Background: an optimization exercise with open tools, aiming at small area. Do not read the settings as production practice.
Only simulation tests tie the RTL to the original design; equivalence was not proved.
Power is estimated from default activity; no workload was simulated.

==> flow/design.v <==
`timescale 1ns / 1ps
module debouncer(input clk,input rst,input button1,output button2);
 reg [3:0] cnt1;
always @(posedge clk) begin
  if(rst) cnt1<=4'd0;
  else if(cnt1==4'd0) cnt1<=button1 ? 4'd11 : 4'd0;
  else cnt1<=cnt1-4'd1;
end
assign button2=cnt1[3];
endmodule
`timescale 1ns / 1ps
module flappy_game(input clk,input rst,
				input pushin,paus,quit,
				input STATUS_IN,
				input [7:0] temp,    
				input [7:0] temp2,   
				output reg [2:0] state,
				output reg mode,
				output reg [1:0] level,
				output reg [7:0] score1,score2,
				output reg [8:0] birdrow1,birdrow2,
				output [7:0] birdcolumn1,birdcolumn2,
				output reg [1:0] birdangle1,birdangle2,
				output reg [8:0] row0,row1,row2,
				output [9:0] column0,column1,column2,
				output [7:0] height2,
				output test);
parameter set0=3'b000,set=3'b001,set2=3'b010,play=3'b011,pause=3'b100,fail=3'b101;
function [9:0] add10(input [9:0] a, input [9:0] b, input ci);
  integer i; reg c;
  begin
    c=ci;
    for(i=0;i<10;i=i+1) begin
      add10[i]=a[i]^b[i]^c;
      c=(a[i]&b[i])|(a[i]&c)|(b[i]&c);
    end
  end
endfunction
reg [7:0] C;         
reg [1:0] n;         
reg z;               
reg [6:0] hgt;       
reg heightdir;
reg [6:0] bc1;       
wire g=bc1[6]|bc1[5];  
reg collide1,collide2;
reg [7:0] x1,x2;     
reg f1,f2,a1,a2,l2,l12,sp;
reg [1:0] lv;        
reg [7:0] G;         
reg [8:0] s;         
reg [8:0] brs;
reg [6:0] xi1,xi2;
reg [7:0] Cm;
reg [9:0] t;
reg win1,win2,in,s1,s2,aft1,aft2,push1b,sel2,play_now;
wire push,push1,push2;
wire [6:0] rcnt;
reg [8:0] randomR;
wire Pause,Quit;
wire [9:0] c0s,c2s;
debouncer D1(clk,rst,pushin,push1);
Random R(clk,rst,rcnt);
always @* begin
  case (rcnt[4:1])
    4'd0: t[3:0]=4'b1101^rcnt[5:2];
    4'd1: t[3:0]=4'b1010^rcnt[5:2];
    4'd2: t[3:0]=4'b1111^rcnt[6:3];
    4'd3: t[3:0]=4'b0111^rcnt[5:2];
    4'd4: t[3:0]=4'b0110^rcnt[6:3];
    4'd5: t[3:0]=4'b1101^rcnt[5:2];
    4'd6: t[3:0]=4'b1110^rcnt[6:3];
    default: t[3:0]=4'b1011^rcnt[5:2];
  endcase
  case (t[3:0])
    4'd0: randomR=9'd365;  4'd1: randomR=9'd348;  4'd2: randomR=9'd331;  4'd3: randomR=9'd314;
    4'd4: randomR=9'd297;  4'd5: randomR=9'd280;  4'd6: randomR=9'd263;  4'd7: randomR=9'd246;
    4'd8: randomR=9'd229;  4'd9: randomR=9'd212;  4'd10: randomR=9'd195; 4'd11: randomR=9'd178;
    4'd12: randomR=9'd161; 4'd13: randomR=9'd144; 4'd14: randomR=9'd127; default: randomR=9'd110;
  endcase
end
assign c0s = add10({2'd0,C},10'd119,1'b0);
assign c2s = {3'd0,add10({3'd0,C[6:0]},10'd9,1'b0)&10'h7f};    
assign column0 = (n!=2'd0) ? {c0s[8:0],1'b0} : 10'd0;
assign column1 = n[1] ? {1'b0,C,1'b0} : 10'd0;
assign column2 = (n==2'd3 && C>=8'd131) ? {c2s[8:0],1'b0} : 10'd0;
assign birdcolumn1 = {bc1,1'b0};
assign birdcolumn2 = {g,2'b00,g,1'b0,g,g,1'b0};    
assign height2 = {g,hgt};
assign test=f1;
assign push=STATUS_IN? f1:push1||f2;
assign push2=l2;
assign Pause=paus||sp;
assign Quit=quit||(STATUS_IN? a1:a2);
always@(posedge clk) begin   
  if(rst) begin f1<=0;f2<=0;l2<=0;l12<=0; end
  else begin
    f1<=temp==8'h66; f2<=temp2==8'h66;
    l2<=temp2==8'h6c; l12<=temp==8'h6c||temp2==8'h6c;
  end
end
always@(posedge clk) begin
  a1<=temp==8'h61; a2<=temp2==8'h61;
  sp<=temp==8'h20||temp2==8'h20;
  lv<=(temp==8'h31||temp2==8'h31)?2'd1:(temp==8'h32||temp2==8'h32)?2'd2:(temp==8'h33||temp2==8'h33)?2'd3:2'd0;
end
always@(posedge clk) begin  
 if(rst) begin
   state=set0; mode=1'b0; level=2'b0; score1=8'b0; score2=8'b0;
   birdrow1=9'b0; birdrow2=9'b0; bc1=7'b0;
   birdangle1=2'b0; birdangle2=2'b0; hgt=7'b0;
   n=2'b0; row0=9'b0; row1=9'b0; row2=9'b0; C=0; x1=0; x2=0; z=0; collide1=0; collide2=0; heightdir=0;
 end else begin
 xi1=add10({3'd0,x1[6:0]},10'd0,1'b1);
 xi2=add10({3'd0,x2[6:0]},10'd0,1'b1);
 if(state==set0) begin
   if(STATUS_IN) begin
     if(f1) begin mode=1'b0;state=set;end
     else if(l12) begin mode=1'b1;state=set;end
   end else begin
     if(f2) begin mode=1'b0;state=set;end
     else if(l2) begin mode=1'b1;state=set;end
   end
 end
 if(state==set) begin
   if(Quit) state=set0;
   else if(lv!=2'd0) begin state=set2;level={lv[1]&lv[0],lv[1]&~lv[0]};x1=8'd64;end
 end
 else if(state==set2) begin
   if(x1[6:0]==7'h7f) begin state=play;
     score1=8'b0;score2=8'b0;collide1=1'b0;birdangle1=2'b00;birdangle2=2'b00;
     row0=9'd0;row1=9'd0;row2=9'd0;n=2'd0;C=8'd88;z=1'b0;
     birdrow1=9'd240;x1=8'd0;x2=8'd0;xi1=7'd1;xi2=7'd1;
     bc1=7'd125;heightdir=1'b1;
     hgt=(level==2'd0)?7'd82:(level==2'd1)?7'd22:7'd2;
     collide2=~mode;
     birdrow2=mode?9'd240:9'd511;
   end
   else x1[6:0]=xi1;
 end
 else if(state==play) begin
   if(Pause) state=pause;
   else if(birdrow1>9'd470&&birdrow2>9'd470) state=fail;
 end
 else if(state==pause) begin
   if(Quit) state=play;
 end
 else if(state==fail) begin
   if(Quit) state=set;
 end
 else state=set0;
 play_now=state==play;
 if(play_now) begin  
   if(push) x1=8'b1111_0101;
   else if(x1[7]||x1[6:0]!=7'h7f) x1={x1[7]&&x1[6:0]!=7'h7f,xi1};
   if(mode) begin
     if(push2) x2=8'b1111_0101;
     else if(x2[7]||x2[6:0]!=7'h7f) x2={x2[7]&&x2[6:0]!=7'h7f,xi2};
   end
 end
 if(play_now&&!collide1) begin  
   if(x1[7]) begin
     if(birdrow1>9'd19) begin
       birdrow1=add10({1'b0,birdrow1},(x1[6:0]<7'd120)?10'h3fb:(x1[6:0]<7'd125)?10'h3fc:10'h3fe,1'b0);
       birdangle1=2'b01;
     end else begin birdrow1=9'd19;birdangle1=2'b00;end
   end
   else if(birdrow1<9'd500) begin
     birdrow1=add10({1'b0,birdrow1},{7'd0,x1[6:4]},1'b0);
     birdangle1=(x1[6:0]>7'd19)?2'b10:2'b00;
   end
   else begin birdrow1=9'd511;birdangle1=2'b00;end
 end
 if(play_now&&!collide2) begin  
   if(x2[7]) begin
     if(birdrow2>9'd19) begin
       birdrow2=add10({1'b0,birdrow2},(x2[6:0]<7'd120)?10'h3fb:(x2[6:0]<7'd125)?10'h3fc:10'h3fe,1'b0);
       birdangle2=2'b01;
     end else begin birdrow2=9'd19;birdangle2=2'b00;end
   end
   else if(birdrow2<9'd500) begin
     birdrow2=add10({1'b0,birdrow2},{7'd0,x2[6:4]},1'b0);
     birdangle2=(x2[6:0]>7'd19)?2'b10:2'b00;
   end
   else begin birdrow2=9'd511;birdangle2=2'b00;end
 end
 sel2=C<8'd96;
 brs=sel2?birdrow2:birdrow1;
 s=add10({1'b0,brs},~{1'b0,row1},1'b1);
 case(level)
   2'd0: in=s[8]? s>9'h1a3 : s<9'd93;
   2'd1: in=s[8]? s>9'h1c1 : s<9'd63;
   default: in=s[8]? s>9'h1cb : s<9'd53;
 endcase
 Cm=add10({2'd0,C},10'h3ff,1'b0);
 if(play_now&&!(collide1&&collide2)) begin  
   if(C==8'd67) begin
     row2=row1;row1=row0;row0=randomR;C=8'd186;
     if(n!=2'd3) n={n[1]|n[0],~n[0]};
   end
   else if(C==8'd68&&!z&&n!=2'd0) z=1'b1;
   else begin
     C=Cm;z=1'b0;
     if(level==2'd2) begin
       if(hgt[5]&&hgt[4:0]!=5'd0) begin heightdir=1'b0;hgt[5:0]=add10({4'd0,hgt[5:0]},10'h3fe,1'b0);end
       else if(hgt[5:1]==5'd0) begin heightdir=1'b1;hgt[5:0]=add10({4'd0,hgt[5:0]},10'd2,1'b0);end
       else hgt[5:0]=add10({4'd0,hgt[5:0]},heightdir?10'd1:10'h3ff,1'b0);
     end
   end
 end
 s1=play_now&&n[1]&&C==8'd105&&!collide1;
 s2=play_now&&n==2'd3&&C==8'd174&&!collide2;
 score1=add10({2'd0,score1},10'd0,s1);
 score2=add10({2'd0,score2},10'd0,s2);
 win1=n[1]&&C>8'd105&&C<8'd145;
 if(play_now&&win1&&!in) collide1=1'b1;
 win2=n[1]&&C<8'd95;
 if(play_now&&mode&&win2&&!in) collide2=1'b1;
 G=add10({2'd0,C},~{3'd0,bc1},1'b1);
 aft1=play_now&&collide1&&birdrow1<9'd505&&(collide2||!n[1]||(!G[7]&&G>=8'd20)||(G[7]&&G<8'hec));
 push1b=play_now&&collide1&&birdrow1<9'd505&&!collide2&&n[1]&&G==8'd20;
 aft2=play_now&&collide2&&birdrow2<9'd505&&(collide1||!(n==2'd3&&C>=8'd174));
 birdrow1[8:2]=add10({3'd0,birdrow1[8:2]},10'd0,aft1);
 birdrow2[8:2]=add10({3'd0,birdrow2[8:2]},10'd0,aft2);
 bc1=add10({3'd0,bc1},{10{push1b}},1'b0);
 end
end
endmodule
module Random(input clk,input rst,output reg [6:0] counter);
always@(posedge clk) begin
  if(rst) counter<=7'b0; else counter<=counter+7'd1;
end
endmodule
export LEC_CHECK = 0
export CAP_MARGIN = 20
export CORE_MARGIN = 2
export CORE_UTILIZATION = 40
export SLEW_MARGIN = 20
create_clock -name core_clock -period 20.0 [get_ports {clk}]
standard.sh (not shown) runs the stock make flow with config.mk's settings and CLKGATE_MAP_FILE= SYNTH_SCRIPT=/design/flow/synth_recipe.tcl, a recipe that flattens the netlist after the stock synthesis.
==> flow/flow/run.sh <==
#!/bin/bash
# Layout flow: the standard flow (standard.sh) with three changes that
# leave the design, its registers and constraints as they are:
#  - synthesis maps the logic with an area-oriented abc script
#    (flow/abc_deep.script) and without extracting half/full adder cells;
#  - the port buffers are the smallest buffer, buf_1;
#  - clock tree synthesis uses small clock buffers and no dummy loads.
# Each tool's output goes to the ORFS logs under orfs/logs; make's output
# goes to standard.log.
set -euo pipefail
here=$(pwd)
{
  cat <<EOT
# The standard flow's synthesis script, with abc's mapping script replaced
proc abc {args} {
  set i [lsearch -exact \$args -script]
  if {\$i >= 0} { set args [lreplace \$args \$i [expr {\$i + 1}]] }
  yosys abc -script $here/flow/abc_deep.script {*}\$args
}
EOT
  cat synth_recipe.tcl
} > flow_synth.tcl
CTS="-sink_clustering_enable -repair_clock_nets -dont_use_dummy_load -buf_list sky130_fd_sc_hd__clkbuf_8 -root_buf sky130_fd_sc_hd__clkbuf_8"
bash standard.sh SYNTH_SCRIPT=$here/flow_synth.tcl ADDER_MAP_FILE= \
  BUFFER_PORTS_ARGS="-buffer_cell sky130_fd_sc_hd__buf_1" \
  CTS_ARGS="$CTS" finish > standard.log 2>&1
==> flow/flow/abc_deep.script <==
strash
&get -n
&deepsyn -T 240
&dch -f
&nf -R 1000 -p -F 10 -A 10 -a
&put
The first run finished with timing, DRC and antenna clean.
Edit:
==> flow/flow/abc_deep.script (replaced) <==
strash
&get -n
&deepsyn -T 300 -t
&deepsyn -T 300 -S 7
&dch -f
&nf -R 1000 -p -F 10 -A 10 -a
&put
What happened: Final cell count is about the same. Fmax decreases by about 8%. Worst hold slack stays flat. Worst setup slack loses 1200 ps. Clock skew decreases by 5.5 ps. Clock power is about the same. Total power increases by about 1%.
Edit:
==> flow/flow/abc_deep.script (replaced) <==
strash
&get -n
&deepsyn -T 240 -t
&dch -f
&nf -R 1000 -p
&put
Result:
- setup slack gains 660 ps
- via count is higher by 1.4%
- cell count is lower by 0.80%
- count of clock-buffer cells in the layout stays the same
Edit:
==> flow/flow/abc_deep.script (replaced) <==
strash
&get -n
&deepsyn -T 600 -t
&dch -f
&nf -R 1000 -p
&put
Power is about the same.
Global-route usage shrinks by 0.15 points.
Hold slack gets better by 3.8 ps.

== the baseline ==
Another version of the RTL of flappy_game (not shown whole).
For scale: about 1000 cells after synthesis, ~140 flip-flops, about 7500 um^2 of cells after synthesis.
==> flow/config.mk <==
export PLATFORM = sky130hd
export DESIGN_NAME = flappy_game
export DESIGN_NICKNAME = flappy_game
export VERILOG_FILES = /design/flow/design.v
export SDC_FILE = /design/flow/constraint.sdc
export NUM_CORES = 4
export LEC_CHECK = 0
export CAP_MARGIN = 20
export CORE_MARGIN = 2
export CORE_UTILIZATION = 40
export SLEW_MARGIN = 20
==> flow/constraint.sdc <==
create_clock -name core_clock -period 20.0 [get_ports {clk}]
set_input_delay 4.0000 -clock core_clock [delete_from_list [all_inputs] [get_ports {clk}]]
set_output_delay 4.0000 -clock core_clock [all_outputs]
set_load 0.01 [all_outputs]
==> flow/flow/run.sh <==
#!/bin/bash
# Layout flow: the standard flow (standard.sh) with three changes that
# leave the design, its registers and constraints as they are:
#  - synthesis maps the logic with an area-oriented abc script
#    (flow/abc_deep.script) and without extracting half/full adder cells;
#  - the port buffers are the smallest buffer, buf_1;
#  - clock tree synthesis uses small clock buffers and no dummy loads.
# Each tool's output goes to the ORFS logs under orfs/logs; make's output
# goes to standard.log.
set -euo pipefail
here=$(pwd)
{
  cat <<EOT
# The standard flow's synthesis script, with abc's mapping script replaced
proc abc {args} {
  set i [lsearch -exact \$args -script]
  if {\$i >= 0} { set args [lreplace \$args \$i [expr {\$i + 1}]] }
  yosys abc -script $here/flow/abc_deep.script {*}\$args
}
EOT
  cat synth_recipe.tcl
} > flow_synth.tcl
CTS="-sink_clustering_enable -sink_clustering_size 24 -sink_clustering_max_diameter 120 -repair_clock_nets -dont_use_dummy_load -buf_list sky130_fd_sc_hd__clkbuf_8 -root_buf sky130_fd_sc_hd__clkbuf_8"
bash standard.sh SYNTH_SCRIPT=$here/flow_synth.tcl ADDER_MAP_FILE= \
  BUFFER_PORTS_ARGS="-buffer_cell sky130_fd_sc_hd__buf_1" \
  CTS_ARGS="$CTS" finish > standard.log 2>&1
==> flow/flow/abc_deep.script <==
strash
&get -n
&deepsyn -T 60
&dch -f
&nf -R 1000 -p
&put
The flow did not stop early for the baseline: all stages ran, and the layout cleared the timing, DRC and antenna checks.
Relative to the baseline, the following input files were edited for the candidate:
diff --git a/flow/flow/run.sh b/flow/flow/run.sh
--- a/flow/flow/run.sh
+++ b/flow/flow/run.sh
@@ -22,3 +22,3 @@
 } > flow_synth.tcl
-CTS="-sink_clustering_enable -sink_clustering_size 24 -sink_clustering_max_diameter 120 -repair_clock_nets -dont_use_dummy_load -buf_list sky130_fd_sc_hd__clkbuf_8 -root_buf sky130_fd_sc_hd__clkbuf_8"
+CTS="-repair_clock_nets -dont_use_dummy_load -buf_list sky130_fd_sc_hd__clkbuf_8 -root_buf sky130_fd_sc_hd__clkbuf_8"
 bash standard.sh SYNTH_SCRIPT=$here/flow_synth.tcl ADDER_MAP_FILE= \
- Delay of the slowest critical-path stage delta (the candidate -> the baseline): insignificant
- In summary, the candidate completed successfully, with a layout that passed the timing, DRC and antenna checks.
- Changes observed in the candidate relative to the baseline: clock power comparable; number of post-CTS setup repair buffers now sits at about the same level; final global-route overflow total closely matched the old numbers; number of levels the H-tree was split into ~0 delta.
- Going from the baseline to the candidate, area of the mapped netlist shows no meaningful change, worst path buffer plus inverter count shows no meaningful change.

== build 54 ==
Starting RTL as in the previous note.
// flappy_game
module flappy_game(input clk,input rst,
				input pushin,paus,quit,
				input STATUS_IN,
				input [7:0] temp,    
				input [7:0] temp2,   
				output reg [2:0] state,
				output reg mode,
				output reg [1:0] level,
				output reg [7:0] score1,score2,
				output reg [8:0] birdrow1,birdrow2,
				output [7:0] birdcolumn1,birdcolumn2,
				output reg [1:0] birdangle1,birdangle2,
				output reg [8:0] row0,row1,row2,
				output [9:0] column0,column1,column2,
				output [7:0] height2,
				output test);
parameter set0=3'b000,set=3'b001,set2=3'b010,play=3'b011,pause=3'b100,fail=3'b101;
function [9:0] add10(input [9:0] a, input [9:0] b, input ci);
  integer i; reg c;
  begin
    c=ci;
    for(i=0;i<10;i=i+1) begin
      add10[i]=a[i]^b[i]^c;
      c=(a[i]&b[i])|(a[i]&c)|(b[i]&c);
    end
  end
endfunction
reg [7:0] C;         
reg [1:0] n;         
reg z;               
reg [6:0] hgt;       
reg heightdir;
reg [6:0] bc1;       
wire g=bc1[6]|bc1[5];  
reg collide1,collide2;
reg [7:0] x1,x2;     
reg f1,f2,a1,a2,l2,l12,sp;
reg [1:0] lv;        
reg [8:0] G;         
reg [8:0] s;         
reg [8:0] brs;
reg [6:0] xi1,xi2;
reg [7:0] Cm;
reg [9:0] t;
reg win1,win2,in,s1,s2,aft1,aft2,push1b,sel2,play_now;
wire push,push1,push2;
wire [6:0] rcnt;
reg [8:0] randomR;
wire Pause,Quit;
wire [9:0] c0s,c2s;
debouncer D1(clk,rst,pushin,push1);
Random R(clk,rst,rcnt);
always @* begin
  case (rcnt[4:1])
    4'd0: t[3:0]=4'b1101^rcnt[5:2];
    4'd1: t[3:0]=4'b1010^rcnt[5:2];
    4'd2: t[3:0]=4'b1111^rcnt[6:3];
    4'd3: t[3:0]=4'b0111^rcnt[5:2];
    4'd4: t[3:0]=4'b0110^rcnt[6:3];
    4'd5: t[3:0]=4'b1101^rcnt[5:2];
    4'd6: t[3:0]=4'b1110^rcnt[6:3];
    default: t[3:0]=4'b1011^rcnt[5:2];
  endcase
  case (t[3:0])
  ...
==> flow/config.mk <==
export PLATFORM = sky130hd
export DESIGN_NAME = flappy_game
export DESIGN_NICKNAME = flappy_game
export VERILOG_FILES = /design/flow/design.v
export SDC_FILE = /design/flow/constraint.sdc
export NUM_CORES = 4
export LEC_CHECK = 0
export CAP_MARGIN = 20
export CORE_MARGIN = 2
export CORE_UTILIZATION = 40
export SLEW_MARGIN = 20
==> flow/constraint.sdc <==
create_clock -name core_clock -period 20.0 [get_ports {clk}]
set_input_delay 4.0000 -clock core_clock [delete_from_list [all_inputs] [get_ports {clk}]]
set_output_delay 4.0000 -clock core_clock [all_outputs]
set_load 0.01 [all_outputs]
==> flow/flow/run.sh <==
#!/bin/bash
# Layout flow: the standard flow (standard.sh) with three changes that
# leave the design, its registers and constraints as they are:
#  - synthesis maps the logic with an area-oriented abc script
#    (flow/abc_deep.script) and without extracting half/full adder cells;
#  - the port buffers are the smallest buffer, buf_1;
#  - clock tree synthesis uses small clock buffers and no dummy loads.
# Each tool's output goes to the ORFS logs under orfs/logs; make's output
# goes to standard.log.
set -euo pipefail
here=$(pwd)
{
  cat <<EOT
# The standard flow's synthesis script, with abc's mapping script replaced
proc abc {args} {
  set i [lsearch -exact \$args -script]
  if {\$i >= 0} { set args [lreplace \$args \$i [expr {\$i + 1}]] }
  yosys abc -script $here/flow/abc_deep.script {*}\$args
}
EOT
  cat synth_recipe.tcl
} > flow_synth.tcl
CTS="-sink_clustering_enable -repair_clock_nets -dont_use_dummy_load -buf_list sky130_fd_sc_hd__clkbuf_16 -root_buf sky130_fd_sc_hd__clkbuf_8"
bash standard.sh SYNTH_SCRIPT=$here/flow_synth.tcl ADDER_MAP_FILE= \
  BUFFER_PORTS_ARGS="-buffer_cell sky130_fd_sc_hd__buf_1" \
  CTS_ARGS="$CTS" finish > standard.log 2>&1
Scripts as last shown in full above: flow/flow/abc_deep.script
Per the final summary, build 54 finished and its layout is clean on timing, DRC and antenna.
Edits applied to the flow inputs when going from build 54 to build 20:
--- a/flow/flow/run.sh
+++ b/flow/flow/run.sh
@@ -22,3 +22,3 @@
 } > flow_synth.tcl
-CTS="-sink_clustering_enable -repair_clock_nets -dont_use_dummy_load -buf_list sky130_fd_sc_hd__clkbuf_16 -root_buf sky130_fd_sc_hd__clkbuf_8"
+CTS="-sink_clustering_enable -sink_clustering_size 16 -repair_clock_nets -dont_use_dummy_load -buf_list sky130_fd_sc_hd__clkbuf_8 -root_buf sky130_fd_sc_hd__clkbuf_8"
 bash standard.sh SYNTH_SCRIPT=$here/flow_synth.tcl ADDER_MAP_FILE= \
### Flow results
Build 54 consumes more power than build 20.
Relative to build 54, the combinational power share of build 20 is higher by 0.6 points.
Per the comparison of build 20 with build 54, post-cts hold buffer count flat, fraction of the yosys area taken by sequential cells flat, minimum setup slack in the final design down 0.068 ns, power consumed by sequential cells flat.
Re global-route wire length before repair: build 20 is 0.73% down on build 54.
Min data arrival time of the critical path across build 54 and build 20: build 20
Core utilization: build 20 lower than build 54
Relative to build 20, the following input files were edited for build 41:
--- a/flow/flow/run.sh
+++ b/flow/flow/run.sh
@@ -22,3 +22,3 @@
 } > flow_synth.tcl
-CTS="-sink_clustering_enable -sink_clustering_size 16 -repair_clock_nets -dont_use_dummy_load -buf_list sky130_fd_sc_hd__clkbuf_8 -root_buf sky130_fd_sc_hd__clkbuf_8"
+CTS="-sink_clustering_enable -repair_clock_nets -dont_use_dummy_load -buf_list sky130_fd_sc_hd__clkbuf_8 -root_buf sky130_fd_sc_hd__clkbuf_8"
 bash standard.sh SYNTH_SCRIPT=$here/flow_synth.tcl ADDER_MAP_FILE= \
[summary]
- Share of post-route cells with drive strength above 1 came out exactly the same in build 20 and build 41.
- ~same number of instances resized during post-cts repair in build 20 and build 41
- Diff build 41..build 20 | final-layout setup total negative slack | unchanged
- The number of clock buffers in the layout was comparable across build 20 and build 41.
- Changes observed in build 41 relative to build 20: clock network area share roughly the same, final standard cell utilization of the core level.
- Build 41 against build 20: time the worst path needs with I/O delays and setup did not really move; clock network power saw little to no change; worst reg2reg path depth closely matched the old numbers.

==> afterwards: timing with drivers on the ports <==
Ports are ideal in the flow. The routed layouts listed here were re-timed in OpenROAD.
Step 1 (the two cells are an assumption about what drives the block):
set clk [get_ports {clk}]
set_driving_cell -lib_cell sky130_fd_sc_hd__clkbuf_16 $clk
set_driving_cell -lib_cell sky130_fd_sc_hd__buf_2 [delete_from_list [all_inputs] $clk]
Step 2 adds t to the input delays and takes it off the output delays; t is the mean of the earliest and latest rising clock arrival at the registers after step 1. Input paths then give back, and output paths get back, about the clock's delay inside the block.
a / b / c = no drivers / after step 1 / after step 2; a / b = the first two.
run	t (ns)	slack for setup (ns)	worst register clock-pin slew, ns	cell pins on the clock port's net
the first run of note 1	0.477	6.455 / 6.471 / 5.994	0.08 / 0.08	1
the second run of note 1	0.470	5.274 / 5.293 / 4.823	0.08 / 0.08	1
the third run of note 1	0.479	5.933 / 5.951 / 5.472	0.09 / 0.09	1
the fourth run of note 1	0.477	6.910 / 6.931 / 6.455	0.08 / 0.08	1
the baseline	0.474	6.698 / 6.703 / 6.229	0.09 / 0.09	1
the candidate	0.474	6.698 / 6.703 / 6.229	0.09 / 0.09	1
build 54	0.561	6.766 / 6.769 / 6.207	0.07 / 0.07	1
build 20	0.474	6.698 / 6.703 / 6.229	0.09 / 0.09	1
build 41	0.474	6.698 / 6.703 / 6.229	0.09 / 0.09	1
After both steps setup and hold are still met in every run listed. For build 54, which loses most, drivers alone change the setup slack by +0.003 ns; drivers and shift together by -0.559 ns.
